This is an optimization exercise on Yosys and OpenROAD, whose aim is small area, a short achievable clock period and few clock cycles, not a production implementation. In this exercise RTL edits were held to simulation tests only and were not proved equivalent to the original. No activity file was given, so power comes from the tool's default toggle rates.

==> design/flow/config.mk <==
export PLATFORM = sky130hd
export DESIGN_NAME = riscv_cpu
export DESIGN_NICKNAME = riscv_cpu
export VERILOG_FILES = /design/flow/design.v
export SDC_FILE = /design/flow/constraint.sdc
export NUM_CORES = 8
export LEC_CHECK = 0
export CAP_MARGIN = 20
export CORE_MARGIN = 2
export CORE_UTILIZATION = 35
export SETUP_SLACK_MARGIN = 5
export SLEW_MARGIN = 20
==> design/flow/constraint.sdc <==
create_clock -name core_clock -period 12.0 [get_ports {clk}]
set_input_delay 2.4000 -clock core_clock [delete_from_list [all_inputs] [get_ports {clk}]]
set_output_delay 2.4000 -clock core_clock [all_outputs]
set_load 0.01 [all_outputs]
==> design/flow/flow/run.sh <==
#!/bin/bash
# The standard layout (standard.sh) with these changes to how it is made:
#  - timing repair aims at a setup margin of 7.9 ns (the SDC, with its clock
#    period, is unchanged)
#  - port buffers start as buf_4 instead of the delay buffer ORFS picks
#  - CTS: clkbuf_8 sink buffers, no dummy loads
# make's full output goes to flow.log in this folder.
set -euo pipefail
bash standard.sh \
  SETUP_SLACK_MARGIN=7.9 \
  "BUFFER_PORTS_ARGS=-buffer_cell sky130_fd_sc_hd__buf_4" \
  "CTS_ARGS=-sink_clustering_enable -repair_clock_nets -dont_use_dummy_load -sink_clustering_buffer sky130_fd_sc_hd__clkbuf_8" \
  finish > flow.log 2>&1
==> design/flow/design.v <==
module alu_add (
    input  [31:0] a, b,
    input         sub,
    output [31:0] sum,
    output        cout
);
assign {cout, sum} = {1'b0, a} + {1'b0, b ^ {32{sub}}} + {32'b0, sub};
endmodule
module fetch_target (
    input  [11:0] pc,
    input  [31:0] instr,
    output [11:0] lo
);
wire [11:0] off = instr[3] ? {instr[20], instr[30:21], 1'b0}
                           : {instr[7], instr[30:25], instr[11:8], 1'b0};
assign lo = pc + off;
endmodule
module reg_file (
    input             clk,
    input             we,
    input      [4:0]  wa,
    input      [31:0] wd,
    input      [31:1] s1, s2,      
    output reg [31:0] rd1, rd2,
    output     [31:0] x1           
);
wire [32*32-1:0] q;
assign q[31:0] = 32'b0;
genvar g;
generate
    for (g = 1; g < 32; g = g + 1) begin : r
        reg [31:0] x;
        always @(posedge clk)
            if (we && wa == g) x <= wd;
        assign q[g*32 +: 32] = x;
    end
endgenerate
assign x1 = q[63:32];
integer i;
always @(*) begin
    rd1 = 32'b0;
    rd2 = 32'b0;
    for (i = 1; i < 32; i = i + 1) begin
        rd1 = rd1 | (q[i*32 +: 32] & {32{s1[i]}});
        rd2 = rd2 | (q[i*32 +: 32] & {32{s2[i]}});
    end
end
endmodule
module riscv_cpu (
    input         clk, reset,
    output [31:0] PC,
    input  [31:0] Instr,
    output        MemWrite,
    output [31:0] Mem_WrAddr, Mem_WrData,
    input  [31:0] ReadData
);
reg  [31:0] pc_q;                     
reg  [31:0] ir, d_pc;                 
reg         ir_v, d_fp;               
reg  [7:0]  bht;                      
reg  [2:0]  e_bi;                     
reg         e_br, e_bp;               
reg  [31:0] e_a, e_b, e_x;            
reg  [4:0]  e_rd;
reg  [1:0]  e_sz;                     
reg         e_wr, e_ld, e_st, e_jalr;
reg         k_eq, k_ne, k_lt, k_ge, k_ltu, k_geu;    
reg         e_sub, e_sra, e_shl;
reg         r_sum, r_sh, r_slt, r_sltu, r_link;
reg  [3:0]  r_lt;                     
reg  [31:0] m_res, m_wd;
reg  [4:0]  m_rd;
reg  [2:0]  m_f3;
reg         m_wr, m_ld, m_mw;
assign PC         = pc_q;
assign Mem_WrAddr = m_res;
assign Mem_WrData = m_wd;
assign MemWrite   = m_mw;
wire [31:0] ldv = m_f3[1] ? ReadData :
                  m_f3[0] ? {{16{~m_f3[2] & ReadData[15]}}, ReadData[15:0]} :
                            {{24{~m_f3[2] & ReadData[7]}},  ReadData[7:0]};
wire [31:0] wb  = m_ld ? ldv : m_res;
wire        f_jal  = Instr[6] & Instr[3];
wire        f_br   = Instr[6] & ~Instr[2];
wire        f_jalr = Instr[6] & ~Instr[3] & Instr[2] & (Instr[19:15] == 5'd1);
wire        f_pj   = f_jal | (f_br & (Instr[31] | bht[pc_q[4:2]]));
wire [11:0] f_lo;
fetch_target ft (.pc(pc_q[11:0]), .instr(Instr), .lo(f_lo));
wire [31:0] f_tgt  = {pc_q[31:12], f_lo};
wire [31:0] pcp4   = pc_q + 32'd4;
wire [4:0] op  = ir[6:2];
wire [2:0] f3  = ir[14:12];
wire [4:0] rd  = ir[11:7];
wire [4:0] rs1 = ir[19:15];
wire [4:0] rs2 = ir[24:20];
wire d_jal  = op[4] & op[1];                     
wire d_jalr = op[4] & ~op[1] & op[0];            
wire d_br   = op[4] & ~op[0];                    
wire d_u    = ~op[4] & op[0];                    
wire d_lui  = d_u & op[3];
wire d_alu  = ~op[4] & ~op[0] & op[2];           
wire d_r    = d_alu & op[3];
wire d_ld   = ~op[4] & ~op[0] & ~op[2] & ~op[3];
wire d_st   = ~op[4] & ~op[0] & ~op[2] & op[3];
wire d_link = d_jal | d_jalr;
wire d_wr   = ~(d_br | d_st) & (rd != 5'd0);
wire use1   = ~(d_jal | d_u);
wire use2   = d_r | d_br | d_st;
wire [31:0] immI = {{20{ir[31]}}, ir[31:20]};
wire [31:0] immS = {{20{ir[31]}}, ir[31:25], ir[11:7]};
wire [31:0] immU = {ir[31:12], 12'b0};
wire [31:0] imm  = d_u ? immU : d_st ? immS : immI;
wire [31:0] immB = {{20{ir[31]}}, ir[7], ir[30:25], ir[11:8], 1'b0};
wire [31:0] immJ = {{12{ir[31]}}, ir[19:12], ir[20], ir[30:21], 1'b0};
wire [31:0] d_tgt  = d_pc + (op[1] ? immJ : immB);
wire [12:0] d_lo   = {1'b0, d_pc[11:0]} + {1'b0, immJ[11:0] & {12{op[1]}} | immB[11:0] & {12{~op[1]}}};
wire        d_hi0  = op[1] ? (ir[19:12] == {8{ir[31]}}) : 1'b1;
wire        d_fx   = d_hi0 & (d_lo[12] == ir[31]);
wire [31:0] d_pcp4 = d_pc + 32'd4;
wire [31:0] ex_res;
wire e_hit1 = e_wr & (e_rd == rs1);
wire e_hit2 = e_wr & (e_rd == rs2);
wire m_hit1 = m_wr & (m_rd == rs1);
wire m_hit2 = m_wr & (m_rd == rs2);
wire [31:0] dec1 = 32'b1 << rs1;
wire [31:0] dec2 = 32'b1 << rs2;
wire rf_a = ~d_u & ~e_hit1 & ~m_hit1;            
wire rf_b = ~e_hit2 & ~m_hit2;
wire [31:0] rf1, rf2, ra;
reg_file rf (
    .clk(clk), .we(m_wr), .wa(m_rd), .wd(wb),
    .s1(dec1[31:1] & {31{rf_a}}), .s2(dec2[31:1] & {31{rf_b}}),
    .rd1(rf1), .rd2(rf2), .x1(ra)
);
wire ex_a = ~d_u & e_hit1;
wire wb_a = ~d_u & ~e_hit1 & m_hit1;
wire pc_a = d_u & ~d_lui;
wire [31:0] a_in = rf1 | (ex_res & {32{ex_a}}) | (wb & {32{wb_a}}) | (d_pc & {32{pc_a}});
wire [31:0] v2   = rf2 | (ex_res & {32{e_hit2}}) | (wb & {32{~e_hit2 & m_hit2}});
wire stall = ir_v & e_ld & ((e_hit1 & use1) | (e_hit2 & use2));
wire p       = d_fp;                              
wire d_redir = ir_v & d_fp & ~d_fx;
wire [31:0] sum;
wire        cout;
alu_add add (.a(e_a), .b(e_b), .sub(e_sub), .sum(sum), .cout(cout));
wire lt_u = ~cout;
wire lt_s = lt_u ^ e_a[31] ^ e_b[31];
wire eq   = (e_a == e_b);
wire br_miss = (eq & k_eq) | (~eq & k_ne) | (lt_s & k_lt) | (~lt_s & k_ge) |
               (lt_u & k_ltu) | (~lt_u & k_geu);
wire jalr_ok   = (sum == d_pc);
wire jalr_miss = e_jalr & ~jalr_ok;
wire redirect  = br_miss | jalr_miss;
wire br_taken  = e_bp ^ br_miss;
wire [31:0] redirect_pc = e_jalr ? sum : e_x;
reg  [31:0] a_rev, s_rev;
integer k;
wire        fill = e_sra & e_a[31];
wire [31:0] s0 = e_shl ? a_rev : e_a;
wire [31:0] s1 = e_b[4] ? {{16{fill}}, s0[31:16]} : s0;
wire [31:0] s2 = e_b[3] ? {{8{fill}},  s1[31:8]}  : s1;
wire [31:0] s3 = e_b[2] ? {{4{fill}},  s2[31:4]}  : s2;
wire [31:0] s4 = e_b[1] ? {{2{fill}},  s3[31:2]}  : s3;
wire [31:0] s5 = e_b[0] ? {fill,       s4[31:1]}  : s4;
always @(*) begin
    for (k = 0; k < 32; k = k + 1) begin
        a_rev[k] = e_a[31-k];
        s_rev[k] = s5[31-k];
    end
end
wire [31:0] shres = e_shl ? s_rev : s5;
reg [31:0] lres;
integer q;
always @(*)
    for (q = 0; q < 32; q = q + 1)
        lres[q] = r_lt[{e_a[q], e_b[q]}];
assign ex_res = (sum   & {32{r_sum}}) |
                (shres & {32{r_sh}})  |
                {31'b0, (lt_s & r_slt) | (lt_u & r_sltu)} |
                lres |
                (e_x   & {32{r_link}});
wire [31:0] pc_next = redirect ? redirect_pc :
                      stall    ? pc_q :
                      d_redir  ? d_tgt :
                      f_pj     ? f_tgt :
                      f_jalr   ? ra : pcp4;
wire go = ir_v & ~redirect & ~stall;
wire gb = go & d_br;
wire b_eq  = f3 == 3'b000, b_ne  = f3 == 3'b001;
wire b_lt  = f3 == 3'b100, b_ge  = f3 == 3'b101;
wire b_ltu = f3 == 3'b110, b_geu = f3 == 3'b111;
always @(posedge clk or posedge reset) begin
    if (reset) begin
        pc_q   <= 32'b0;
        ir_v   <= 1'b0;
        e_wr   <= 1'b0;
        e_ld   <= 1'b0;
        e_st   <= 1'b0;
        e_jalr <= 1'b0;
        k_eq   <= 1'b0;
        e_br   <= 1'b0;
        bht    <= 8'b0;
        k_ne   <= 1'b0;
        k_lt   <= 1'b0;
        k_ge   <= 1'b0;
        k_ltu  <= 1'b0;
        k_geu  <= 1'b0;
        m_wr   <= 1'b0;
        m_mw   <= 1'b0;
    end else begin
        pc_q   <= pc_next;
        ir_v   <= stall | ~(redirect | d_redir);
        e_wr   <= go & d_wr;
        e_ld   <= go & d_ld;
        e_st   <= go & d_st;
        e_jalr <= go & d_jalr;
        k_eq   <= gb & ((b_eq & ~p) | (b_ne & p));
        e_br   <= gb;
        if (e_br) bht[e_bi] <= br_taken;
        k_ne   <= gb & ((b_ne & ~p) | (b_eq & p));
        k_lt   <= gb & ((b_lt & ~p) | (b_ge & p));
        k_ge   <= gb & ((b_ge & ~p) | (b_lt & p));
        k_ltu  <= gb & ((b_ltu & ~p) | (b_geu & p));
        k_geu  <= gb & ((b_geu & ~p) | (b_ltu & p));
        m_wr   <= e_wr;
        m_mw   <= e_st;
    end
end
always @(posedge clk) begin
    if (!stall) begin
        ir   <= Instr;
        d_pc <= pc_q;
        d_fp <= f_pj;
    end
    e_a    <= a_in;
    e_b    <= (d_r | d_br) ? v2 : imm;
    e_x    <= d_link ? d_pcp4 : d_br ? (p ? d_pcp4 : d_tgt) : v2;
    e_bi   <= d_pc[4:2];
    e_bp   <= p;
    e_rd   <= rd;
    e_sz   <= f3[1:0];
    e_sub  <= d_br | (d_r & ir[30] & (f3 == 3'b000)) | (d_alu & (f3[2:1] == 2'b01));
    e_sra  <= ir[30];
    e_shl  <= ~f3[2];
    r_sum  <= ~d_alu & ~d_link | d_alu & (f3 == 3'b000);
    r_sh   <= d_alu & (f3[1:0] == 2'b01);
    r_slt  <= d_alu & (f3 == 3'b010);
    r_sltu <= d_alu & (f3 == 3'b011);
    r_lt   <= {4{d_alu & f3[2] & (f3[1:0] != 2'b01)}} &
              (f3[1] ? (f3[0] ? 4'b1000 : 4'b1110) : 4'b0110);
    r_link <= d_link;
    m_res  <= ex_res;
    m_wd   <= {e_x[31:16] & {16{e_sz[1]}}, e_x[15:8] & {8{e_sz[1] | e_sz[0]}}, e_x[7:0]};
    m_rd   <= e_rd;
    m_f3   <= {~e_shl, e_sz};
    m_ld   <= e_ld;
end
endmodule
==> design/flow/standard.sh <==
#!/bin/bash
# synth_recipe.tcl (not shown) runs the flow's synth.tcl, then flattens the netlist and writes it again
# the make line also repeats each setting of config.mk as NAME=value (left out here)
make -C /OpenROAD-flow-scripts/flow DESIGN_CONFIG=/design/flow/config.mk WORK_HOME=/design/flow/orfs CLKGATE_MAP_FILE= SYNTH_SCRIPT=/design/flow/synth_recipe.tcl "${@:-finish}"
==> flow_summary.ini, run 1 <==
[drt]
drtIter0Drc = 12741
wire_per_inst_um = 42.6
wl_met2_um = 138000
antenna_left = 0
met1_length_um = 110000
route.detailed.drc = 0
vias = 58921
dr_wl_met3_um = 57100
viasPerCell = 7.32
first_pass_iters = 14
wirelength_um = 343000
top_layer_used = met5

[yosys]
synth_seq_cells = 1299
synth_area_leaders = edfxtp_1 (50%), dfxtp_1 (6.0%), a22oi_1 (5.9%)
synthFlopType = edfxtp_1
ys_types = 90
synth-edff-count = 1055
synth_seq_area_share_pct = 58.0
yosysTopAreaCell = edfxtp_1
synth_top_area_share_pct = 49.9
async_flop_share_pct = 4.16
syn_avg_cell_area_um2 = 12.2
syn-cell-area_um2 = 63500
ys_warn_count = 2
syn_nets = 5351
synth_cells = 5204

[floorplan]
die_h_um = 430
core_area_um2 = 181000
rows = 156
io_pins = 163
die-area_um2 = 185000
fp.dieW_um = 430
initial_core_util_pct = 35.1

[job]
drv_cap = 0

[run_status]
status = timing/DRC/antenna clean

[clock_tree]
cts.sinks = 1299
cts_tree = built
root_buffer = clkbuf_16
hold_buffers = 0
path_clk_slew_ps = 60
h-tree-depth = 4
clk_path_buf_depth = 3
clk_latency_ps = 840
cts_buffers = 211

[placed_design]
portBuffers = 160
place.gp.congestion = 1.03
pre_cts_ws_ps = 5790
placed_cells = 7551
dpl.hpwl_um = 209000

[global_routing]
antenna_found_initial = 34
grt_pass1_wl_um = 448000
grt_pass1_vias = 54030
grt_start_max_net_pins = 65
gr-total-overflow = 0
grt_use_total_pct = 35.1

[power]
p_leak_nw = 26.2
p_total_mw = 16.1
powerDensity_nw_per_um2 = 210
irDropWorstVdd_mv = 0.150

[critical_path]
critPathMaxFanout = 6
crit_slowest_cell = a222oi_1
path_common_cell = buf_12
crit_type = input port to register
cp-end-kind = register
cp_data_arrival_time_ps = 5210
critical-path-max-stage-delay_ps = 1030
path_cells = buf_8 > mux2i_4 > o31ai_4 > buf_12 > buf_12 > a21oi_4 > nor2_4 > a222oi_1 > nand4_1 > nor4_2 > buf_4 > o21ai_1
cp-start-kind = input port
cp.required_ps = 12650

[finish]
final_cells = 8054
layout_common_cells = edfxtp_1 (1055), buf_4 (522), a22oi_1 (500)
n_fill_cell = 16480
syn2layout_area_growth_pct = 21.4
nets = 5807
drive_gt1_share_pct = 25.1
final_common_cell = edfxtp_1

[sta]
fin_ws_ps = 7430
slew_headroom_pct = 13.7
slew_viol_final = 0
skew_ps = 81.6
worstMarginPinSlew_ps = 1290
fmax_mhz = 219
min_period_over_period_pct = 38.0
hold_viol_final = 0
setup_tns_ps = 0
layout_min_cycle_time_ps = 4570
setup_viol_count_final = 0
rsz0062_at_grt = yes
timing.hold.ws_ps = 350

[worst_hold_path]
hp-class = register to register
[sequential cells by signal, indices dropped and copies added (netlist names), 2 cells and up]
register and cells:
m_f3 3, r_lt 2, e_x 32, e_sz 2, m_rd 5, ir 30, rf.r.x 992, pc_q 32
e_bi 3, d_pc 32, m_wd 32, e_a 32, e_b 32, m_res 32, e_rd 5, bht 8
[timing repair]
item	4_1_cts	5_1_grt
cloned	21	12
buffers inserted	137	92
resized for setup	348	206
pin swaps	129	142
endpoints found under the hold margin	0	0
endpoints found under the setup margin	227	133
[cells by family (layout without fill, tap and decap cells)]
| logic type | count (synthesis) | count (layout) | share of synthesized area [%] |
|---|---|---|---|
| AO/OA/AOI/OAI | 1716 | 1720 | 20.2 |
| flip-flops | 1299 | 1299 | 58.0 |
| AND/OR/NAND/NOR | 1139 | 1150 | 9.03 |
| buffers and inverters | 483 | 922 | 2.92 |
| multiplexers | 254 | 254 | 4.83 |
| XOR/XNOR | 232 | 232 | 3.39 |
| adder cells (fa/ha/maj) | 81 | 81 | 1.63 |
| other | 0 | 26 | 0 |
[worst max-delay path: cells and delay by family]
| family | cells | cell delay, ps |
|---|---|---|
| AOI/OAI and AO/OA | 4 | 1340 |
| buffers and inverters | 4 | 630 |
| and+or+nand+nor | 3 | 670 |
| muxes | 1 | 160 |
[cell usage after synthesis, types with 144 or more instances]
cell type  count
nand2_1      232
a22oi_1      501
a21oi_1      230
a221oi_1     188
dfxtp_1      190
a22o_1       173
nand4_1      181
edfxtp_1    1055
nor2_1       276
xor2_1       144
mux2i_1      162
o21ai_0      177
clkbuf_1     328
[area by class of cell]
type | instances | area [um2] | share of cell area, %
flip-flops and latches | 1299 | 36900 | 47.8
repair inverters | 4 | 20.0 | 0.0260
clock buffers | 211 | 3100 | 4.02
repair buffers | 621 | 5550 | 7.20
well taps | 2370 | 2970 | 3.85
inverters | 86 | 359 | 0.466
multi-input cells | 3437 | 28100 | 36.5
diodes | 26 | 65.1 | 0.0844
[path summary, 6_finish.rpt]
path,slack (ps),from,endpoint,cells after the start
max,7430,ReadData[7],e_a[21]$_DFF_P_,12
min,350,e_sz[0]$_DFF_P_,m_f3[0]$_DFF_P_,0
max reg2reg,7650,ir[24]$_DFFE_PN_,e_b[22]$_DFF_P_,14
min reg2reg,350,e_sz[0]$_DFF_P_,m_f3[0]$_DFF_P_,0
max in group asynchronous,9500,reset,pc_q[4]$_DFFE_PP0P_,3
min in group asynchronous,1890,reset,e_st$_DFF_PP0_,3
[where the power goes]
group          internal [mW]  switching [mW]  leakage, nW
clock network           1.67            1.68         1.60
registers               5.77           0.908         11.8
logic                   2.21            3.91         12.7
[layer usage]
metal | vias to the layer above | track usage [%]
li1 | 21970 | -
met1 | 28492 | 39.5
met2 | 6407 | 49.8
met3 | 2022 | 17.6
met4 | 30 | 28.3
met5 | - | 2.00
[stage by stage]
step / utilization [%] / area, um2
after floorplan: - / 64000
final: 42.7 / 77100
after CTS: 41.6 / 75100
after global routing: 42.7 / 77000
after global placement: 38.1 / 68900
after detailed placement: 38.1 / 68900
Testbench counts, summed over its fixed seeds: cycles 780,720.
==> run 2: changes to the inputs <==
--- a/design/flow/design.v
+++ b/design/flow/design.v
@@ -14,6 +14,28 @@
 wire [11:0] off = instr[3] ? {instr[20], instr[30:21], 1'b0}
                            : {instr[7], instr[30:25], instr[11:8], 1'b0};
 assign lo = pc + off;
+endmodule
+module compare (
+    input  [31:0] a, b,
+    output        eq, lt_u, lt_s
+);
+reg [31:0] l, e;
+integer s, i;
+always @(*) begin
+    l = ~a & b;
+    e = ~(a ^ b);
+    l[31] = 1'b0;              
+    e[31] = 1'b1;
+    for (s = 1; s < 32; s = s * 2)
+        for (i = 0; i + s < 32; i = i + 2 * s) begin
+            l[i + 2*s - 1] = l[i + 2*s - 1] | (e[i + 2*s - 1] & l[i + s - 1]);
+            e[i + 2*s - 1] = e[i + 2*s - 1] & e[i + s - 1];
+        end
+end
+wire e31 = ~(a[31] ^ b[31]);
+assign eq   = e31 & e[31];
+assign lt_u = (~a[31] & b[31]) | (e31 & l[31]);
+assign lt_s = (a[31] & ~b[31]) | (e31 & l[31]);
 endmodule
 module reg_file (
     input             clk,
@@ -63,7 +85,7 @@
 reg  [31:0] e_a, e_b, e_x;            
 reg  [4:0]  e_rd;
 reg  [1:0]  e_sz;                     
-reg         e_wr, e_ld, e_st, e_jalr;
+reg         e_wr, e_ld, e_st, e_jalr, e_j0;
 reg         k_eq, k_ne, k_lt, k_ge, k_ltu, k_geu;    
 reg         e_sub, e_sra, e_shl;
 reg         r_sum, r_sh, r_slt, r_sltu, r_link;
@@ -143,13 +165,11 @@
 wire [31:0] sum;
 wire        cout;
 alu_add add (.a(e_a), .b(e_b), .sub(e_sub), .sum(sum), .cout(cout));
-wire lt_u = ~cout;
-wire lt_s = lt_u ^ e_a[31] ^ e_b[31];
-wire eq   = (e_a == e_b);
+wire eq, lt_u, lt_s;
+compare cmp (.a(e_a), .b(e_b), .eq(eq), .lt_u(lt_u), .lt_s(lt_s));
 wire br_miss = (eq & k_eq) | (~eq & k_ne) | (lt_s & k_lt) | (~lt_s & k_ge) |
                (lt_u & k_ltu) | (~lt_u & k_geu);
-wire jalr_ok   = (sum == d_pc);
-wire jalr_miss = e_jalr & ~jalr_ok;
+wire jalr_miss = e_jalr & ~(e_j0 & (e_a == d_pc));
 wire redirect  = br_miss | jalr_miss;
 wire br_taken  = e_bp ^ br_miss;
 wire [31:0] redirect_pc = e_jalr ? sum : e_x;
@@ -236,10 +256,11 @@
     e_b    <= (d_r | d_br) ? v2 : imm;
     e_x    <= d_link ? d_pcp4 : d_br ? (p ? d_pcp4 : d_tgt) : v2;
     e_bi   <= d_pc[4:2];
+    e_j0   <= ir[31:20] == 12'b0;
     e_bp   <= p;
     e_rd   <= rd;
     e_sz   <= f3[1:0];
-    e_sub  <= d_br | (d_r & ir[30] & (f3 == 3'b000)) | (d_alu & (f3[2:1] == 2'b01));
+    e_sub  <= d_r & ir[30] & (f3 == 3'b000);
     e_sra  <= ir[30];
     e_shl  <= ~f3[2];
     r_sum  <= ~d_alu & ~d_link | d_alu & (f3 == 3'b000);
==> run 2 against run 1 <==
Maximum frequency is 5.9% higher. Clock skew is 32 ps higher. Final cell count is 6.2% higher. Routed wire length is 17% higher. Synthesized area is 5.3% higher. Clock-buffer cell count is 5 higher. Hold slack worse by 19 ps. First-iteration DRC count is 32% higher. Die area is 5.2% higher. Via count is 13% higher. Critical path type is now register to register. Largest cell class unchanged. Largest power group unchanged.
==> flow_summary.ini, run 2 <==
[sta]
slew_headroom_pct = 3.11
layout_min_cycle_time_ps = 4310
min_period_over_period_pct = 35.9
setup_viol_count_final = 0
fmax_mhz = 232
rsz0062_at_grt = yes
worstMarginPinSlew_ps = 1450
hold_viol_final = 0
skew_ps = 114
setup_tns_ps = 0
slew_viol_final = 0

[global_routing]
grt_most_used_layer = met2
gr-total-overflow = 0
grt_start_max_net_pins = 65
grtUsageMet2_pct = 52.0
grt_pass1_vias = 59131
grtUsageMet1_pct = 44.5
met3_usage_pct = 23.6
antenna_found_initial = 54
grt_pass1_wl_um = 518000
grt_use_total_pct = 39.2

[clock_tree]
root_buffer = clkbuf_16
cts.sinks = 1300
cts_tree = built
hold_buffers = 0
cts_buffers = 216
clk_latency_ps = 860
clk_path_buf_depth = 3
path_clk_slew_ps = 60
h-tree-depth = 4

[finish]
nets = 6166
final_common_cell = edfxtp_1
postLayoutCellArea_um2 = 78000
largest_reg_flops = 992
n_fill_cell = 17847
drive_gt1_share_pct = 20.3
layout_common_cells = edfxtp_1 (1055), buf_4 (478), a22oi_1 (427)
ff_latch_area_um2 = 36900
regMostFlops = rf.r.x
syn2layout_area_growth_pct = 16.7
multiInputGateArea_um2 = 29600

[power]
irDropWorstVdd_mv = 0.186
powerDensity_nw_per_um2 = 197
p_leak_nw = 26.5

[yosys]
synth_top_area_share_pct = 47.4
synth.most_common_cell = edfxtp_1
ys_types = 107
yosysTopAreaCell = edfxtp_1
synth_common_cells = edfxtp_1 (1055), a22oi_1 (427), clkbuf_1 (357)
synth_area_leaders = edfxtp_1 (47%), dfxtp_1 (5.7%), a22oi_1 (4.8%)
synth_cells = 5697
ys_warn_count = 3
synth_seq_area_share_pct = 55.2
syn_avg_cell_area_um2 = 11.7
synth_seq_cells = 1300
async_flop_share_pct = 4.15
synthFlopType = edfxtp_1
syn-cell-area_um2 = 66800
synth-edff-count = 1055
syn_nets = 5877

[critical_path]
path_common_cell = buf_6
path_cells = buf_6 > buf_4 > nor4_2 > buf_6 > a22oi_1 > nand3_1 > nor4_4 > a21oi_1 > a21o_1
critical-path-max-stage-delay_ps = 870
cp_data_arrival_time_ps = 4980
crit_type = register to register
cp-start-kind = register
r2r_start = ir[24]$_DFFE_PN_
cp-startpoint = ir[24]$_DFFE_PN_
critPathMaxFanout = 43
crit_slowest_cell = nor4_4
cp-end-kind = register
cp.required_ps = 12670

[worst_hold_path]
hp-class = register to register
holdCritStartpoint = e_st$_DFF_PP0_

[floorplan]
rows = 160
core_area_um2 = 190000
die_h_um = 441
fp.dieW_um = 441
initial_core_util_pct = 35.2
io_pins = 163
die-area_um2 = 194000

[drt]
route.detailed.drc = 0
drtIter0Drc = 16875
wire_per_inst_um = 47.0
antenna_left = 0
wirelength_um = 402000
viasPerCell = 7.78
first_pass_iters = 17
vias = 66561

[placed_design]
dpl_cell_area_um2 = 72300
place.gp.congestion = 1.08
portBuffers = 160
dpl.hpwl_um = 246000

[job]
drv_cap = 0

[run_status]
status = timing/DRC/antenna clean
run 2: cell types whose count changed after synthesis, moves of 48 or more:
cell	delta
a221oi_1	+50
mux2i_1	-52
a22oi_1	-74
nand4_1	-48
a21oi_1	+81
nand2_1	+122
run 2: layout make-up:
class,count,share of cell area (%)
Sequential cell,1300,47.3
Multi-Input combinational cell,3821,38.0
Timing Repair Buffer,535,5.87
Clock buffer,216,4.06
Tap cell,2511,4.03
Inverter,111,0.550
Antenna cell,56,0.180
Timing Repair inverter,1,0.00642
run 2: repair_timing:
item / 4_1_cts / 5_1_grt
gates cloned: 6 / 15
setup endpoints to repair: 164 / 132
gates resized for setup: 146 / 112
endpoints found under the hold margin: 0 / 0
setup buffers: 57 / 36
pin swaps: 38 / 55
run 2: worst paths after layout:
kind	to	slack, ps	cells past startpoint
max in group asynchronous	pc_q[4]$_DFFE_PP0P_	9430	3
worst max-delay path	e_b[11]$_DFF_P_	7690	9
min in group asynchronous	pc_q[29]$_DFFE_PP0P_	1870	3
worst min register to register	m_mw$_DFF_PP0_	330	0
worst min-delay path	m_mw$_DFF_PP0_	330	0
worst max register to register	e_b[11]$_DFF_P_	7690	9
run 2: worst max-delay path: cells and delay by family, from the launching register on:
kind	cells	cell delay (ps)
AOI/OAI and AO/OA	3	670
and+or+nand+nor	3	1250
buffers and inverters	3	1570
DFF	1	540
run 2: per-stage QoR:
step	hold WS (ps)	std cells	total power [mW]	util (%)	setup WS, ps
2_1_floorplan	331	5697	8.79	-	7270
3_3_place_gp	337	8162	11.1	38.1	6600
3_5_place_dp	347	8163	11.2	38.1	6500
4_1_cts	341	8442	14.7	40.4	7840
5_1_grt	349	8503	15.5	41.0	7820
6_report	331	8551	15.4	41.0	7690
run 2: logic make-up (layout without fill, tap and decap cells):
family | count (synthesis) | in the layout | synth area share (%)
multiplexers | 223 | 223 | 4.48
flip-flops | 1300 | 1300 | 55.2
other | 0 | 56 | 0
AO/OA/AOI/OAI | 1945 | 1959 | 21.6
adder cells (fa/ha/maj) | 114 | 114 | 2.17
AND/OR/NAND/NOR | 1332 | 1332 | 10.1
buffers and inverters | 590 | 863 | 3.93
XOR/XNOR | 193 | 193 | 2.53
run 2: where the power goes:
group,internal [mW],leakage [nW],switching (mW)
sequential,5.71,11.8,0.796
clock,1.70,1.64,1.76
combinational,1.71,13.0,3.70
total,9.13,26.5,6.26
run 2: per-layer routing:
layer | vias to the layer above | wire length [um]
li1 | 23641 | -
met1 | 31801 | 129000
met2 | 8338 | 151000
met3 | 2733 | 76500
met4 | 48 | 45100
met5 | - | 992
Testbench counts of run 2, summed over its fixed seeds: cycles 781,420.
==> run 3: changes to the inputs <==
--- a/design/flow/config.mk
+++ b/design/flow/config.mk
@@ -10,3 +10,5 @@
 export CORE_UTILIZATION = 35
 export SETUP_SLACK_MARGIN = 5
 export SLEW_MARGIN = 20
+export SYNTH_HIERARCHICAL = 1
+export SYNTH_MINIMUM_KEEP_SIZE = 3000
==> run 3 against run 2 <==
Core utilization shrank 0.56 points. Still clean. Maximum frequency is 0.19% higher. Die area decreased by 2.7%. Clock skew is 16 ps higher. Synthesized cell count is 4.6% lower. Final area is 3.9% lower. Register-to-register slack improved by 140 ps. Largest cell class unchanged. Hold slack gained 22 ps. Global-route usage is 9.7 points lower. Critical endpoint is now pc_q[10]$_DFFE_PP0P_. Critical path type is now input port to register. Largest power group unchanged. Combinational power is 4.1% lower. Total power shrank 3.4%. Setup slack better by 8.3 ps.
==> flow_summary.ini, run 3 <==
[drt]
wl_met2_um = 129000
wirelength_um = 292000
viasPerCell = 6.68
route.detailed.drc = 0
dr_wl_met3_um = 38400
met1_length_um = 105000
wire_per_inst_um = 35.8
first_pass_iters = 9
drtIter0Drc = 9243
antenna_left = 0
top_layer_used = met5
vias = 54346

[yosys]
synth_top_area_share_pct = 48.8
syn-cell-area_um2 = 65000
syn_avg_cell_area_um2 = 12.0
yosysTopAreaCell = edfxtp_1
ys_warn_count = 9
async_flop_share_pct = 4.15
synth.most_common_cell = edfxtp_1
synth_common_cells = edfxtp_1 (1055), a22oi_1 (778), clkbuf_1 (341)
synth_area_leaders = edfxtp_1 (49%), a22oi_1 (9.0%), dfxtp_1 (5.9%)
syn_nets = 5616
ys_types = 88
synth_seq_cells = 1300
synthFlopType = edfxtp_1
synth_seq_area_share_pct = 56.7
synth_cells = 5437
synth-edff-count = 1055

[worst_hold_path]
hp-class = register to register

[clock_tree]
hold_buffers = 0
cts_buffers = 212
clk_latency_ps = 810
h-tree-depth = 4
clk_path_buf_depth = 3
root_buffer = clkbuf_16
cts_tree = built
path_clk_slew_ps = 60
cts.sinks = 1300

[critical_path]
path_common_cell = o211ai_1
crit_type = input port to register
cp-end-kind = register
critPathMaxFanout = 4
cp-start-kind = input port
crit_buf_inv = 2
cp_top_family = compound AO/OA/AOI/OAI gates
crit_slowest_cell = or4_4
path_cells = buf_12 > buf_8 > mux2_4 > ha_4 > a21oi_4 > o211ai_1 > or4_4 > a31o_4 > a21oi_2 > xor2_1 > o211ai_1 > o211ai_1 > a31oi_1
critical-path-max-stage-delay_ps = 450
cp.required_ps = 12670
cp_data_arrival_time_ps = 4980

[sta]
layout_min_cycle_time_ps = 4300
worstMarginPinSlew_ps = 1270
setup_viol_count_final = 0
fin_ws_ps = 7700
skew_ps = 130
setup_tns_ps = 0
slew_headroom_pct = 15.6
fmax_mhz = 232
slew_viol_final = 0
min_period_over_period_pct = 35.8
hold_viol_final = 0
rsz0062_at_grt = yes

[power]
p_leak_nw = 25.4
irDropWorstVdd_mv = 0.150
powerDensity_nw_per_um2 = 198

[finish]
regMostFlops = rf.r.x
final_common_cell = edfxtp_1
layout_common_cells = edfxtp_1 (1055), a22oi_1 (778), buf_4 (403)
ff_latch_area_um2 = 36900
syn2layout_area_growth_pct = 15.3
largest_reg_flops = 992
drive_gt1_share_pct = 20.5
multiInputGateArea_um2 = 27500
nets = 5836
n_fill_cell = 17521

[job]
drv_cap = 0

[global_routing]
grt_pass1_wl_um = 398000
grt_start_max_net_pins = 69
grt_use_total_pct = 29.5
antenna_found_initial = 10
gr-total-overflow = 0
grt_pass1_vias = 50530

[floorplan]
die_h_um = 435
core_area_um2 = 185000
rows = 158
fp.dieW_um = 435
initial_core_util_pct = 35.1
io_pins = 163
die-area_um2 = 189000

[placed_design]
dpl.hpwl_um = 193000
place.gp.congestion = 1.00
portBuffers = 160
pre_cts_ws_ps = 6250

[run_status]
status = timing/DRC/antenna clean
-- run 3: cell types whose count changed in the layout (fill, tap and decap cells not counted), moves of 40 or more --
cell      previous run  this run
a22oi_1            427       778
a22o_1             186        70
nor2_1             202       155
a221oi_2            10        68
nor2_2               9        59
diode_2             56         6
nand3_1            137       201
a221oi_1           228        38
nand2_1            351       264
buf_4              478       403
nor3_1              75        35
-- run 3: area by class of cell --
cell class                 instances  area share, %
multi-input combinational       3593           36.7
clock buffer                     212           4.15
timing repair inverter             2         0.0134
timing repair buffer             453           5.19
antenna                            6         0.0200
inverter                          95          0.491
sequential                      1300           49.2
tap                             2480           4.14
-- run 3: kinds of logic (layout without fill, tap and decap cells) --
| kind of cell | Yosys count | count (layout) | synth area share (%) |
|---|---|---|---|
| compound gates | 1855 | 1855 | 21.3 |
| xor+xnor | 193 | 193 | 2.60 |
| fa+ha+maj | 113 | 113 | 2.21 |
| buf+inv | 544 | 762 | 3.53 |
| flops | 1300 | 1300 | 56.7 |
| mux | 206 | 206 | 4.11 |
| other cells | 0 | 6 | 0 |
| simple gates | 1226 | 1226 | 9.54 |
-- run 3: worst paths after layout --
check / from / to / slack, ps / cells past startpoint
worst max-delay path: Instr[3] / pc_q[10]$_DFFE_PP0P_ / 7700 / 13
max in group asynchronous: reset / pc_q[4]$_DFFE_PP0P_ / 9450 / 3
worst max register to register: ir[23]$_DFFE_PN_ / e_b[2]$_DFF_P_ / 7830 / 17
worst min-delay path: e_st$_DFF_PP0_ / m_mw$_DFF_PP0_ / 350 / 0
min in group asynchronous: reset / pc_q[10]$_DFFE_PP0P_ / 1930 / 3
worst min register to register: e_st$_DFF_PP0_ / m_mw$_DFF_PP0_ / 350 / 0
-- run 3: metrics by stage --
step | util (%) | cells | cell area, um2 | power (mW) | hold WS, ps
global placement | 37.6 | 7824 | 69500 | 11.0 | 340
CTS | 40.0 | 8095 | 74000 | 14.5 | 354
global route | 40.5 | 8136 | 74900 | 15.3 | 377
floorplan | - | 5437 | 65300 | 8.73 | 331
detailed placement | 37.6 | 7824 | 69500 | 11.0 | 345
finish | 40.5 | 8141 | 74900 | 14.9 | 353
-- run 3: Yosys stat by module (local to each module, per instance) --
module	cells inside	times used
reg_file	2540	1
riscv_cpu	2897	1
-- run 3: what timing repair did --
action | in CTS | in global routing
buffers inserted | 55 | 34
pin swaps | 35 | 39
hold endpoints to repair | 0 | 0
setup endpoints to repair | 227 | 125
resized for setup | 176 | 97
cloned | 4 | 3
-- run 3: power breakdown --
group	total [mW]	switching, mW	internal, mW
logic	5.19	3.49	1.71
clock network	3.34	1.67	1.68
registers	6.32	0.572	5.75
total	14.9	5.72	9.13
-- run 3: per-layer routing --
layer  track usage [%]  vias up
met5                 0        -
li1                  -    22203
met1              37.6    27149
met2              45.1     4177
met4              16.1        2
met3              8.35      815
==> run 4: changes to the inputs <==
--- a/design/flow/design.v
+++ b/design/flow/design.v
@@ -5,15 +5,6 @@
     output        cout
 );
 assign {cout, sum} = {1'b0, a} + {1'b0, b ^ {32{sub}}} + {32'b0, sub};
-endmodule
-module fetch_target (
-    input  [11:0] pc,
-    input  [31:0] instr,
-    output [11:0] lo
-);
-wire [11:0] off = instr[3] ? {instr[20], instr[30:21], 1'b0}
-                           : {instr[7], instr[30:25], instr[11:8], 1'b0};
-assign lo = pc + off;
 endmodule
 module compare (
     input  [31:0] a, b,
@@ -106,8 +97,9 @@
 wire        f_br   = Instr[6] & ~Instr[2];
 wire        f_jalr = Instr[6] & ~Instr[3] & Instr[2] & (Instr[19:15] == 5'd1);
 wire        f_pj   = f_jal | (f_br & (Instr[31] | bht[pc_q[4:2]]));
-wire [11:0] f_lo;
-fetch_target ft (.pc(pc_q[11:0]), .instr(Instr), .lo(f_lo));
+wire [11:0] f_lo_j = pc_q[11:0] + {Instr[20], Instr[30:21], 1'b0};
+wire [11:0] f_lo_b = pc_q[11:0] + {Instr[7], Instr[30:25], Instr[11:8], 1'b0};
+wire [11:0] f_lo   = Instr[3] ? f_lo_j : f_lo_b;
 wire [31:0] f_tgt  = {pc_q[31:12], f_lo};
 wire [31:0] pcp4   = pc_q + 32'd4;
 wire [4:0] op  = ir[6:2];
@@ -151,14 +143,14 @@
 wire [31:0] rf1, rf2, ra;
 reg_file rf (
     .clk(clk), .we(m_wr), .wa(m_rd), .wd(wb),
-    .s1(dec1[31:1] & {31{rf_a}}), .s2(dec2[31:1] & {31{rf_b}}),
+    .s1(dec1[31:1]), .s2(dec2[31:1]),
     .rd1(rf1), .rd2(rf2), .x1(ra)
 );
 wire ex_a = ~d_u & e_hit1;
 wire wb_a = ~d_u & ~e_hit1 & m_hit1;
 wire pc_a = d_u & ~d_lui;
-wire [31:0] a_in = rf1 | (ex_res & {32{ex_a}}) | (wb & {32{wb_a}}) | (d_pc & {32{pc_a}});
-wire [31:0] v2   = rf2 | (ex_res & {32{e_hit2}}) | (wb & {32{~e_hit2 & m_hit2}});
+wire [31:0] a_in = (rf1 & {32{rf_a}}) | (ex_res & {32{ex_a}}) | (wb & {32{wb_a}}) | (d_pc & {32{pc_a}});
+wire [31:0] v2   = (rf2 & {32{rf_b}}) | (ex_res & {32{e_hit2}}) | (wb & {32{~e_hit2 & m_hit2}});
 wire stall = ir_v & e_ld & ((e_hit1 & use1) | (e_hit2 & use2));
 wire p       = d_fp;                              
 wire d_redir = ir_v & d_fp & ~d_fx;
==> run 4 against run 3 <==
Still clean on timing, DRC and antenna. Clock skew down 53 ps. First-iteration DRC count rose by 0.17%. Core utilization is 0.50 points lower. Sequential cell count unchanged. Critical path depth rose by 2. Total power down 3.5%. Hold slack better by 9.6 ps. Via count fell by 2.1%. Maximum frequency grew 2.0%. Routed wire length decreased by 3.7%. Largest cell class unchanged.
==> flow_summary.ini, run 4 <==
[floorplan]
die-area_um2 = 188000
die_h_um = 434
io_pins = 163
fp.dieW_um = 434
initial_core_util_pct = 35.3
core_area_um2 = 183000
rows = 157

[yosys]
yosysTopAreaCell = edfxtp_1
async_flop_share_pct = 4.15
synth_seq_area_share_pct = 56.9
ys_types = 89
ys_warn_count = 9
synth_top_area_share_pct = 48.9
synth_common_cells = edfxtp_1 (1055), a22oi_1 (786), clkbuf_1 (327)
synth_cells = 5394
synth.most_common_cell = edfxtp_1
synth_area_leaders = edfxtp_1 (49%), a22oi_1 (9.1%), dfxtp_1 (5.9%)
syn_avg_cell_area_um2 = 12.0
synth_seq_cells = 1300
syn-cell-area_um2 = 64700
syn_nets = 5573
synthFlopType = edfxtp_1
synth-edff-count = 1055

[worst_hold_path]
hp-class = register to register

[global_routing]
grt_pass1_wl_um = 385000
grt_pass1_vias = 49270
antenna_found_initial = 30
grt_start_max_net_pins = 70
gr-total-overflow = 0
grt_use_total_pct = 29.0

[finish]
nets = 5733
syn2layout_area_growth_pct = 13.3
largest_reg_flops = 992
n_fill_cell = 17505
final_common_cell = edfxtp_1
multiInputGateArea_um2 = 26900
utilization_pct = 40.0
ff_latch_area_um2 = 36900
regMostFlops = rf.r.x
layout_common_cells = edfxtp_1 (1055), a22oi_1 (786), buf_4 (356)
drive_gt1_share_pct = 18.2
final_cells = 8023

[sta]
slew_viol_final = 0
timing.hold.ws_ps = 363
rsz0062_at_grt = yes
fmax_mhz = 237
slew_headroom_pct = 10.6
layout_min_cycle_time_ps = 4220
setup_viol_count_final = 0
setup_tns_ps = 0
worstMarginPinSlew_ps = 1340
min_period_over_period_pct = 35.2
skew_ps = 77.0
hold_viol_final = 0

[clock_tree]
path_clk_slew_ps = 70
clk_latency_ps = 800
hold_buffers = 0
h-tree-depth = 4
cts_tree = built
cts.sinks = 1300
clk_path_buf_depth = 3
cts_buffers = 217
root_buffer = clkbuf_16

[drt]
vias = 53213
antenna_left = 0
wirelength_um = 281000
route.detailed.drc = 0
wire_per_inst_um = 35.0
viasPerCell = 6.63
drtIter0Drc = 9259
first_pass_iters = 11

[power]
p_sw_share_pct = 37.7
power_frac_seq_pct = 44.4
p_total_mw = 14.3
powerDensity_nw_per_um2 = 195
p_comb_share_pct = 32.0
p_leak_nw = 24.7
irDropWorstVdd_mv = 0.130
p_int_mw = 8.93
clkPwrFrac_pct = 23.6
power.switching_mw = 5.41

[job]
drv_cap = 0

[placed_design]
dpl.hpwl_um = 186000
placed_cells = 7744
place.gp.congestion = 1.04
portBuffers = 160

[critical_path]
cp_data_arrival_time_ps = 4850
path_common_cell = a211oi_1
cp-end-kind = register
path_cells = buf_12 > mux2i_4 > inv_1 > ha_1 > a21o_1 > a21oi_2 > o21ai_2 > a2111o_1 > o311a_1 > buf_4 > xor2_1 > a211oi_1 > a211oi_1 > a211oi_1 > a21oi_1
cp_top_family = compound AO/OA/AOI/OAI gates
crit_type = input port to register
critPathMaxFanout = 6
cp.required_ps = 12630
crit_slowest_cell = a2111o_1
critical-path-max-stage-delay_ps = 390
cp-start-kind = input port
crit_buf_inv = 3

[run_status]
status = timing/DRC/antenna clean
==> run 4: changes by cell type in the layout (fill, tap and decap cells not counted), sizes merged, moves of 16 or more <==
cell    delta
buf       -80
nor2      +52
mux2i     +40
a221oi    -30
a211oi    -21
o211ai    -19
and2      -18
nand2     -16
==> run 4: per-stage QoR <==
step	area [um2]	worst slack [ps]
after floorplan	65100	7130
after global placement	69100	6620
final	73400	7780
after detailed placement	69100	6620
after CTS	72800	7780
after global routing	73400	7640
==> run 4: routing by layer <==
layer	up-vias	share of wire [%]	wire (um)	GRT usage (%)
met5	-	0.058	162	0
met4	24	6.5	18100	15.3
met3	698	14	38000	8.56
met2	4065	44	123000	44.1
met1	26566	36	101000	37.1
li1	21860	-	-	-
==> run 4: final timing paths <==
check,startpoint,endpoint,slack (ps),cells past startpoint
setup / recovery,Instr[3],pc_q[8]$_DFFE_PP0P_,7780,15
hold / removal,e_st$_DFF_PP0_,m_mw$_DFF_PP0_,360,0
setup reg to reg,ir[20]$_DFFE_PN_,e_b[25]$_DFF_P_,7820,12
hold reg to reg,e_st$_DFF_PP0_,m_mw$_DFF_PP0_,360,0
max in group asynchronous,reset,pc_q[3]$_DFFE_PP0P_,9510,3
min in group asynchronous,reset,bht[3]$_DFFE_PP0P_,1870,3
==> run 4: logic make-up (layout without fill, tap and decap cells) <==
group	Yosys count	count (layout)	synth area share (%)
flip-flops	1300	1300	56.9
other	0	7	0
buffers and inverters	537	689	3.52
AO/OA/AOI/OAI	1801	1807	20.6
multiplexers	258	258	5.04
AND/OR/NAND/NOR	1198	1198	9.19
adder cells (fa/ha/maj)	113	113	2.22
XOR/XNOR	187	187	2.53
==> run 4: modules after synthesis (local to each module, per instance) <==
module     cells inside  area, um2  copies in the design  flops+latches
riscv_cpu          2854      23900                     1            308
reg_file           2540      40800                     1            992
==> run 4: power groups by stage <==
stage | sequential [mW] | clock, mW | combinational, mW
floorplan | 6.13 | 0 | 2.39
global placement | 6.41 | 0 | 4.13
detailed placement | 6.41 | 0 | 4.18
CTS | 6.33 | 3.41 | 4.32
global route | 6.38 | 3.60 | 4.78
finish | 6.37 | 3.38 | 4.59
==> run 4: cell type report <==
cell class                      instances  area share, %
Multi-Input combinational cell       3563           36.6
Tap cell                             2464           4.20
Timing Repair Buffer                  369           3.99
Antenna cell                            7         0.0239
Inverter                              102          0.527
Timing Repair inverter                  1         0.0102
Clock buffer                          217           4.33
Sequential cell                      1300           50.3
==> run 4: timing repair <==
item / 4_1_cts / 5_1_grt
gates resized for setup: 81 / 69
setup endpoints to repair: 150 / 88
cloned: 5 / 3
buffers inserted: 28 / 18
pin swaps: 24 / 11
Testbench counts of run 4, summed over its fixed seeds: cycles 781,420.
==> run 5: changes to the inputs <==
--- a/design/flow/design.v
+++ b/design/flow/design.v
@@ -1,32 +1,12 @@
-module alu_add (
-    input  [31:0] a, b,
-    input         sub,
-    output [31:0] sum,
-    output        cout
-);
-assign {cout, sum} = {1'b0, a} + {1'b0, b ^ {32{sub}}} + {32'b0, sub};
-endmodule
-module compare (
-    input  [31:0] a, b,
-    output        eq, lt_u, lt_s
-);
-reg [31:0] l, e;
-integer s, i;
-always @(*) begin
-    l = ~a & b;
-    e = ~(a ^ b);
-    l[31] = 1'b0;              
-    e[31] = 1'b1;
-    for (s = 1; s < 32; s = s * 2)
-        for (i = 0; i + s < 32; i = i + 2 * s) begin
-            l[i + 2*s - 1] = l[i + 2*s - 1] | (e[i + 2*s - 1] & l[i + s - 1]);
-            e[i + 2*s - 1] = e[i + 2*s - 1] & e[i + s - 1];
-        end
-end
-wire e31 = ~(a[31] ^ b[31]);
-assign eq   = e31 & e[31];
-assign lt_u = (~a[31] & b[31]) | (e31 & l[31]);
-assign lt_s = (a[31] & ~b[31]) | (e31 & l[31]);
+module pc_pick (
+    input  [31:0] early,          
+    input  [19:0] hi,             
+    input  [11:0] lo_j, lo_b,     
+    input         sel_j, sel_b,
+    output [31:0] pc
+);
+assign pc[31:12] = (sel_j | sel_b) ? hi : early[31:12];
+assign pc[11:0]  = sel_j ? lo_j : sel_b ? lo_b : early[11:0];
 endmodule
 module reg_file (
     input             clk,
@@ -99,8 +79,6 @@
 wire        f_pj   = f_jal | (f_br & (Instr[31] | bht[pc_q[4:2]]));
 wire [11:0] f_lo_j = pc_q[11:0] + {Instr[20], Instr[30:21], 1'b0};
 wire [11:0] f_lo_b = pc_q[11:0] + {Instr[7], Instr[30:25], Instr[11:8], 1'b0};
-wire [11:0] f_lo   = Instr[3] ? f_lo_j : f_lo_b;
-wire [31:0] f_tgt  = {pc_q[31:12], f_lo};
 wire [31:0] pcp4   = pc_q + 32'd4;
 wire [4:0] op  = ir[6:2];
 wire [2:0] f3  = ir[14:12];
@@ -154,11 +132,24 @@
 wire stall = ir_v & e_ld & ((e_hit1 & use1) | (e_hit2 & use2));
 wire p       = d_fp;                              
 wire d_redir = ir_v & d_fp & ~d_fx;
-wire [31:0] sum;
-wire        cout;
-alu_add add (.a(e_a), .b(e_b), .sub(e_sub), .sum(sum), .cout(cout));
-wire eq, lt_u, lt_s;
-compare cmp (.a(e_a), .b(e_b), .eq(eq), .lt_u(lt_u), .lt_s(lt_s));
+wire [31:0] sum = e_a + (e_b ^ {32{e_sub}}) + {31'b0, e_sub};
+reg [31:0] cl, ce;
+integer cs, ci;
+always @(*) begin
+    cl = ~e_a & e_b;
+    ce = ~(e_a ^ e_b);
+    cl[31] = 1'b0;             
+    ce[31] = 1'b1;
+    for (cs = 1; cs < 32; cs = cs * 2)
+        for (ci = 0; ci + cs < 32; ci = ci + 2 * cs) begin
+            cl[ci + 2*cs - 1] = cl[ci + 2*cs - 1] | (ce[ci + 2*cs - 1] & cl[ci + cs - 1]);
+            ce[ci + 2*cs - 1] = ce[ci + 2*cs - 1] & ce[ci + cs - 1];
+        end
+end
+wire ce31 = ~(e_a[31] ^ e_b[31]);
+wire eq   = ce31 & ce[31];
+wire lt_u = (~e_a[31] & e_b[31]) | (ce31 & cl[31]);
+wire lt_s = (e_a[31] & ~e_b[31]) | (ce31 & cl[31]);
 wire br_miss = (eq & k_eq) | (~eq & k_ne) | (lt_s & k_lt) | (~lt_s & k_ge) |
                (lt_u & k_ltu) | (~lt_u & k_geu);
 wire jalr_miss = e_jalr & ~(e_j0 & (e_a == d_pc));
@@ -191,11 +182,17 @@
                 {31'b0, (lt_s & r_slt) | (lt_u & r_sltu)} |
                 lres |
                 (e_x   & {32{r_link}});
-wire [31:0] pc_next = redirect ? redirect_pc :
-                      stall    ? pc_q :
-                      d_redir  ? d_tgt :
-                      f_pj     ? f_tgt :
-                      f_jalr   ? ra : pcp4;
+wire [31:0] pc_early = redirect ? redirect_pc :
+                       stall    ? pc_q :
+                       d_redir  ? d_tgt :
+                       f_jalr   ? ra : pcp4;
+wire        f_ok = ~redirect & ~stall & ~d_redir;
+wire [31:0] pc_next;
+pc_pick pick (
+    .early(pc_early), .hi(pc_q[31:12]), .lo_j(f_lo_j), .lo_b(f_lo_b),
+    .sel_j(f_ok & f_jal), .sel_b(f_ok & f_br & (Instr[31] | bht[pc_q[4:2]])),
+    .pc(pc_next)
+);
 wire go = ir_v & ~redirect & ~stall;
 wire gb = go & d_br;
 wire b_eq  = f3 == 3'b000, b_ne  = f3 == 3'b001;
--- a/design/flow/config.mk
+++ b/design/flow/config.mk
@@ -11,4 +11,4 @@
 export SETUP_SLACK_MARGIN = 5
 export SLEW_MARGIN = 20
 export SYNTH_HIERARCHICAL = 1
-export SYNTH_MINIMUM_KEEP_SIZE = 3000
+export SYNTH_MINIMUM_KEEP_SIZE = 20
==> run 5 against run 4 <==
Via count grew 0.68%. Final area increased by 1.4%. Die area grew 1.3%. Largest cell class unchanged. Synthesized area up 1.4%. Clock-buffer cell count shrank 7.
==> flow_summary.ini, run 5 <==
[run_status]
status = timing/DRC/antenna clean

[sta]
slew_viol_final = 0
skew_ps = 94.7
worstMarginPinSlew_ps = 1310
setup_viol_count_final = 0
slew_headroom_pct = 11.7
setup_tns_ps = 0
rsz0062_at_grt = yes
timing.hold.ws_ps = 391
fin_ws_ps = 7860
layout_min_cycle_time_ps = 4140
min_period_over_period_pct = 34.5
hold_viol_final = 0
fmax_mhz = 241

[floorplan]
die_h_um = 437
core_area_um2 = 186000
die-area_um2 = 191000
fp.dieW_um = 437
io_pins = 163
initial_core_util_pct = 35.3
rows = 158

[yosys]
synth_seq_area_share_pct = 56.2
syn_nets = 5644
synth_area_leaders = edfxtp_1 (48%), a22oi_1 (8.9%), dfxtp_1 (5.8%)
ys_warn_count = 8
synth_common_cells = edfxtp_1 (1055), a22oi_1 (777), clkbuf_1 (330)
async_flop_share_pct = 4.15
synthFlopType = edfxtp_1
synth_top_area_share_pct = 48.3
synth-edff-count = 1055
ys_types = 90
synth.most_common_cell = edfxtp_1
synth_seq_cells = 1300
yosysTopAreaCell = edfxtp_1
syn-cell-area_um2 = 65600
syn_avg_cell_area_um2 = 12.0
synth_cells = 5460

[finish]
utilization_pct = 40.0
largest_reg_flops = 992
syn2layout_area_growth_pct = 13.3
regMostFlops = rf.r.x
postLayoutCellArea_um2 = 74400
n_fill_cell = 17669
nets = 5806
final_common_cell = edfxtp_1
layout_common_cells = edfxtp_1 (1055), a22oi_1 (775), buf_4 (358)
final_cells = 8115
drive_gt1_share_pct = 18.7

[drt]
wire_per_inst_um = 35.4
antenna_left = 0
viasPerCell = 6.60
wirelength_um = 287000
route.detailed.drc = 0
first_pass_iters = 9
vias = 53574
drtIter0Drc = 9251

[clock_tree]
hold_buffers = 0
clk_latency_ps = 820
cts_tree = built
h-tree-depth = 4
cts_buffers = 210
root_buffer = clkbuf_16
path_clk_slew_ps = 50
clk_path_buf_depth = 3
cts.sinks = 1300

[worst_hold_path]
hp-class = register to register

[critical_path]
cp.required_ps = 12680
crit_type = input port to register
cp-start-kind = input port
cp-end-kind = register
critPathMaxFanout = 33
cp_data_arrival_time_ps = 4820

[power]
p_total_mw = 14.7
p_leak_nw = 25.3
powerDensity_nw_per_um2 = 198
irDropWorstVdd_mv = 0.162

[global_routing]
gr-total-overflow = 0
grt_pass1_vias = 49659
grt_start_max_net_pins = 65
grt_pass1_wl_um = 392000
grt_use_total_pct = 28.9
antenna_found_initial = 27

[job]
drv_cap = 0

[placed_design]
pre_cts_ws_ps = 6480
place.gp.congestion = 1.02
dpl.hpwl_um = 190000
portBuffers = 160
dpl_cell_area_um2 = 70000
placed_cells = 7830
## run 5: cell count changes after synthesis, sizes merged, moves of 15 or more
| cell | before | now |
|---|---|---|
| a21oi | 266 | 224 |
| o211ai | 31 | 64 |
| mux2 | 52 | 83 |
| mux2i | 157 | 184 |
| xnor2 | 85 | 112 |
| nor2 | 307 | 283 |
| o21ai | 170 | 188 |
| nand2 | 251 | 266 |
| nand3 | 208 | 193 |
| o221ai | 32 | 17 |
| o22ai | 28 | 13 |
## run 5: Yosys stat by module (local to each module, per instance)
module	cell area (um2)	times used	cells	flops+latches
pc_pick	587	1	63	0
reg_file	40800	1	2540	992
riscv_cpu	24200	1	2857	308
## run 5: cell type report
| type | instances | area [um2] | area share [%] |
|---|---|---|---|
| Antenna cell | 15 | 37.5 | 0.0505 |
| Clock buffer | 210 | 3080 | 4.14 |
| Inverter | 105 | 407 | 0.547 |
| Multi-Input combinational cell | 3620 | 27700 | 37.2 |
| Sequential cell | 1300 | 36900 | 49.6 |
| Tap cell | 2480 | 3100 | 4.17 |
| Timing Repair Buffer | 385 | 3170 | 4.27 |
## run 5: power by group
group / switching [mW] / internal (mW)
clock: 1.67 / 1.66
combinational: 3.28 / 1.68
sequential: 0.653 / 5.74
total: 5.60 / 9.09
## run 5: path summary, 6_finish.rpt
path,start,slack [ps],cells after the start,to
worst min register to register,e_sz[0]$_DFF_P_,390,0,m_f3[0]$_DFF_P_
max in group asynchronous,reset,9510,3,pc_q[3]$_DFF_PP0_
worst max register to register,ir[20]$_DFFE_PN_,7880,11,e_b[19]$_DFF_P_
min in group asynchronous,reset,1880,3,e_wr$_DFF_PP0_
worst max-delay path,ReadData[7],7860,8,e_x[24]$_DFF_P_
worst min-delay path,e_sz[0]$_DFF_P_,390,0,m_f3[0]$_DFF_P_
## run 5: cells by family (layout without fill, tap and decap cells)
family,after synthesis,in the layout,share of synthesized area [%]
buffers and inverters,552,700,3.58
other,0,15,0
flip-flops,1300,1300,56.2
adder cells (fa/ha/maj),118,118,2.30
XOR/XNOR,216,216,2.88
AO/OA/AOI/OAI,1772,1783,20.1
AND/OR/NAND/NOR,1191,1192,9.10
multiplexers,311,311,5.87
## run 5: critical path, stage by stage
cell	delay, ps
buf_4	200
mux2i_1	120
o31a_4	540
a21oi_4	830
mux2i_1	200
nand2_1	140
o21ai_2	150
a21oi_1	200
## run 5: metal layers
metal | vias to the layer above | GRT usage (%) | part of all wire [%]
li1 | 22079 | - | -
met1 | 26926 | 37.4 | 37
met2 | 3873 | 44.4 | 44
met3 | 682 | 8.56 | 13
met4 | 14 | 13.3 | 5.5
met5 | - | 0 | 0.034
## run 5: what timing repair did
item	CTS	global route
setup endpoints to repair	168	100
pin swaps	17	13
setup buffers	31	13
gates resized for setup	81	73
cloned	10	4
Testbench counts of run 5, summed over its fixed seeds: cycles 781,420.
==> run 6: changes to the inputs <==
==> design/flow/flow/run.sh (replaced) <==
#!/bin/bash
# The standard layout (standard.sh), run in two parts, with these changes
# to how it is made (the SDC, with its clock period, is unchanged):
#  - timing repair aims at a setup margin of 7.9 ns up to CTS, and of 8.3 ns
#    at global routing (to leave room for what detailed routing adds)
#  - port buffers start as buf_4 instead of the delay buffer ORFS picks
#  - CTS: clkbuf_8 sink buffers, no dummy loads
# make's full output goes to flow_cts.log and flow_finish.log in this folder.
set -euo pipefail
COMMON=(
  "BUFFER_PORTS_ARGS=-buffer_cell sky130_fd_sc_hd__buf_4"
  "CTS_ARGS=-sink_clustering_enable -repair_clock_nets -dont_use_dummy_load -sink_clustering_buffer sky130_fd_sc_hd__clkbuf_8"
)
bash standard.sh "${COMMON[@]}" SETUP_SLACK_MARGIN=7.9 cts > flow_cts.log 2>&1
bash standard.sh "${COMMON[@]}" SETUP_SLACK_MARGIN=8.3 finish > flow_finish.log 2>&1
==> run 6 against run 5 <==
Still clean on timing, DRC and antenna. Die area is the same. Maximum frequency increased by 5.0%. Non-clock buffer count up 188. Sequential share of layout area is 1.8 points lower. Clock skew is 2.0 ps lower. Critical path type is now register to register.
==> flow_summary.ini, run 6 <==
[yosys]
async_flop_share_pct = 4.15
synth_top_area_share_pct = 48.3
synthFlopType = edfxtp_1
synth_cells = 5460
synth_seq_cells = 1300
synth.most_common_cell = edfxtp_1
syn_nets = 5644
synth_common_cells = edfxtp_1 (1055), a22oi_1 (777), clkbuf_1 (330)
syn_avg_cell_area_um2 = 12.0
synth-edff-count = 1055
ys_types = 90
synth_seq_area_share_pct = 56.2
ys_warn_count = 8
yosysTopAreaCell = edfxtp_1
syn-cell-area_um2 = 65600
synth_area_leaders = edfxtp_1 (48%), a22oi_1 (8.9%), dfxtp_1 (5.8%)

[floorplan]
io_pins = 163
initial_core_util_pct = 35.3
die-area_um2 = 191000
core_area_um2 = 186000
rows = 158
fp.dieW_um = 437
die_h_um = 437

[sta]
slew_headroom_pct = 21.8
rsz0062_at_grt = yes
setup_tns_ps = 0
fin_ws_ps = 8060
skew_ps = 92.6
setup_viol_count_final = 0
worstMarginPinSlew_ps = 1160
layout_min_cycle_time_ps = 3940
slew_viol_final = 0
hold_viol_final = 0
min_period_over_period_pct = 32.9
fmax_mhz = 253

[run_status]
status = timing/DRC/antenna clean

[drt]
antenna_left = 0
route.detailed.drc = 0
wirelength_um = 296000
viasPerCell = 6.62
first_pass_iters = 13
vias = 55029
wire_per_inst_um = 35.6
drtIter0Drc = 9397

[critical_path]
r2r-end = e_b[29]$_DFF_P_
r2r_start = e_sub$_DFF_P_
path_cells = buf_12 > buf_12 > xor2_1 > ha_2 > a21o_1 > a31o_2 > a31oi_4 > a31oi_4 > buf_12 > a31oi_4 > o21ai_0 > xor2_1 > a221oi_2 > buf_4 > o21ai_2 > a221o_1
cp_data_arrival_time_ps = 4600
critical-path-max-stage-delay_ps = 390
cp-start-kind = register
reg2regPathDepth = 16
cp.required_ps = 12650
cp-end-kind = register
r2r_setup_slack_ps = 8060
crit_type = register to register
critPathMaxFanout = 15
crit_slowest_cell = dfxtp_4

[power]
powerDensity_nw_per_um2 = 199
irDropWorstVdd_mv = 0.163
p_sw_share_pct = 38.1
p_comb_share_pct = 37.2
p_leak_nw = 26.7
power.switching_mw = 5.88
p_int_mw = 9.55
clkPwrFrac_pct = 21.7
power_frac_seq_pct = 41.1

[global_routing]
antenna_found_initial = 26
grt_most_used_layer = met2
gr-total-overflow = 0
grt_pass1_wl_um = 392000
grtUsageMet1_pct = 37.4
met3_usage_pct = 8.56
grtUsageMet2_pct = 44.4
grt_start_max_net_pins = 65
grt_pass1_vias = 49659
grt_use_total_pct = 28.9

[worst_hold_path]
hp-class = register to register
min_to = m_f3[0]$_DFF_P_
holdCritStartpoint = e_sz[0]$_DFF_P_
hold_depth = 0

[finish]
final_cells = 8308
syn2layout_area_growth_pct = 18.2
largest_reg_flops = 992
drive_gt1_share_pct = 24.8
layout_common_cells = edfxtp_1 (1055), a22oi_1 (775), buf_4 (464)
final_common_cell = edfxtp_1
ff_latch_area_um2 = 37100
n_fill_cell = 17383
multiInputGateArea_um2 = 28700
nets = 5999
postLayoutCellArea_um2 = 77600
regMostFlops = rf.r.x

[job]
drv_cap = 0

[clock_tree]
cts_buffers = 210
clk_path_buf_depth = 3
cts.sinks = 1300
root_buffer = clkbuf_16
cts_tree = built
h-tree-depth = 4
clk_latency_ps = 830
path_clk_slew_ps = 60

[placed_design]
dpl_cell_area_um2 = 70000
placed_cells = 7830
portBuffers = 160
dpl.hpwl_um = 190000
pre_cts_ws_ps = 6480
place.gp.congestion = 1.02
-- run 6: cell counts after synthesis --
Identical to the previous run, type by type.
-- run 6: Yosys stat by module (local to each module, per instance) --
| module | cells | flip-flops and latches | times used | cell area [um2] |
|---|---|---|---|---|
| pc_pick | 63 | 0 | 1 | 587 |
| reg_file | 2540 | 992 | 1 | 40800 |
| riscv_cpu | 2857 | 308 | 1 | 24200 |
-- run 6: per-stage QoR --
step | hold WS, ps | power, mW | utilization (%)
finish | 398 | 15.4 | 41.7
global route | 404 | 15.8 | 41.7
CTS | 398 | 14.5 | 39.7
detailed placement | 365 | 11.0 | 37.7
floorplan | 331 | 8.79 | -
global placement | 379 | 11.0 | 37.6
-- run 6: how the worst max path moves through the flow --
stage	from	end	slack, ps	cells after the start
5_1_grt	e_sub$_DFF_P_	e_b[29]$_DFF_P_	7990	16
4_1_cts	ir[20]$_DFFE_PN_	e_b[16]$_DFF_P_	7810	12
6_report	e_sub$_DFF_P_	e_b[29]$_DFF_P_	8060	16
3_5_place_dp	ir[6]$_DFFE_PN_	e_wr$_DFF_PP0_	6480	11
3_3_place_gp	ir[6]$_DFFE_PN_	e_wr$_DFF_PP0_	6550	11
2_1_floorplan	ReadData[15]	e_x[21]$_DFF_P_	7670	6
-- run 6: metal layers --
layer | vias up | wire, um
li1 | 22488 | -
met1 | 27542 | 108000
met2 | 4189 | 130000
met3 | 792 | 40000
met4 | 18 | 17300
met5 | - | 108
-- run 6: final cells by class --
type                            instances  area share, %
Sequential cell                      1300           47.8
Tap cell                             2480           4.00
Multi-Input combinational cell       3625           37.0
Clock buffer                          210           3.97
Timing Repair Buffer                  573           6.65
Inverter                              105          0.537
Antenna cell                           15         0.0484
-- run 6: critical path, delay by kind of cell (launching register included) --
family / cells / cell delay, ps
DFF: 1 / 390
adders and majority gates: 1 / 320
AOI/OAI and AO/OA: 9 / 2050
buffers and inverters: 4 / 710
xor gates and xnor gates: 2 / 330
-- run 6: cell families after synthesis --
group	share of synthesized area (%)
adder cells (fa/ha/maj)	2.30
XOR/XNOR	2.88
multiplexers	5.87
AO/OA/AOI/OAI	20.1
AND/OR/NAND/NOR	9.10
buffers and inverters	3.58
flip-flops	56.2
-- run 6: power by group through the flow --
stage	clock (mW)	combinational, mW	sequential (mW)
final	3.35	5.74	6.33
after global routing	3.55	5.93	6.34
after CTS	3.37	4.71	6.37
after detailed placement	0	4.53	6.46
after global placement	0	4.49	6.46
after floorplan	0	2.64	6.16
-- run 6: timing repair --
action                     in CTS  in global routing
cloned                         10                 20
setup endpoints to repair     168                285
resized for setup              81                476
hold buffers                    0                  0
setup buffers                  31                190
pin swaps                      17                 99

==> port drivers added, routing unchanged <==
How much do the figures lean on ideal ports? The routed layouts below were timed once more, with nothing changed but the port constraints. Step 1, drivers: a clkbuf_16 drives clk and a buf_2 each remaining input, both assumed. Step 2 times the ports against the registers' clock, not the clock port: input delays grow and output delays shrink by t, the midpoint of the rising clock arrivals with the driver on. Three values: ideal ports, drivers, drivers and shift; two values: the first two.
run | t (ns) | setup WS [ns] | slew at the worst register clock pin (ns) | worst data-port slew with drivers (ns)
run 1 | 0.866 | 7.435 / 7.472 / 6.606 | 0.07 / 0.07 | 0.07
run 2 | 0.889 | 7.690 / 7.690 / 6.986 | 0.07 / 0.07 | 0.07
run 3 | 0.826 | 7.698 / 7.733 / 6.907 | 0.07 / 0.07 | 0.09
run 4 | 0.849 | 7.781 / 7.781 / 6.932 | 0.07 / 0.07 | 0.09
run 5 | 0.858 | 7.858 / 7.879 / 7.060 | 0.07 / 0.07 | 0.11
run 6 | 0.868 | 8.055 / 8.055 / 7.316 | 0.08 / 0.08 | 0.10
After both steps every run listed still meets setup and hold. The setup slack of run 4, which loses most, moves by 0.000 ns with the drivers and by -0.849 ns with both steps.
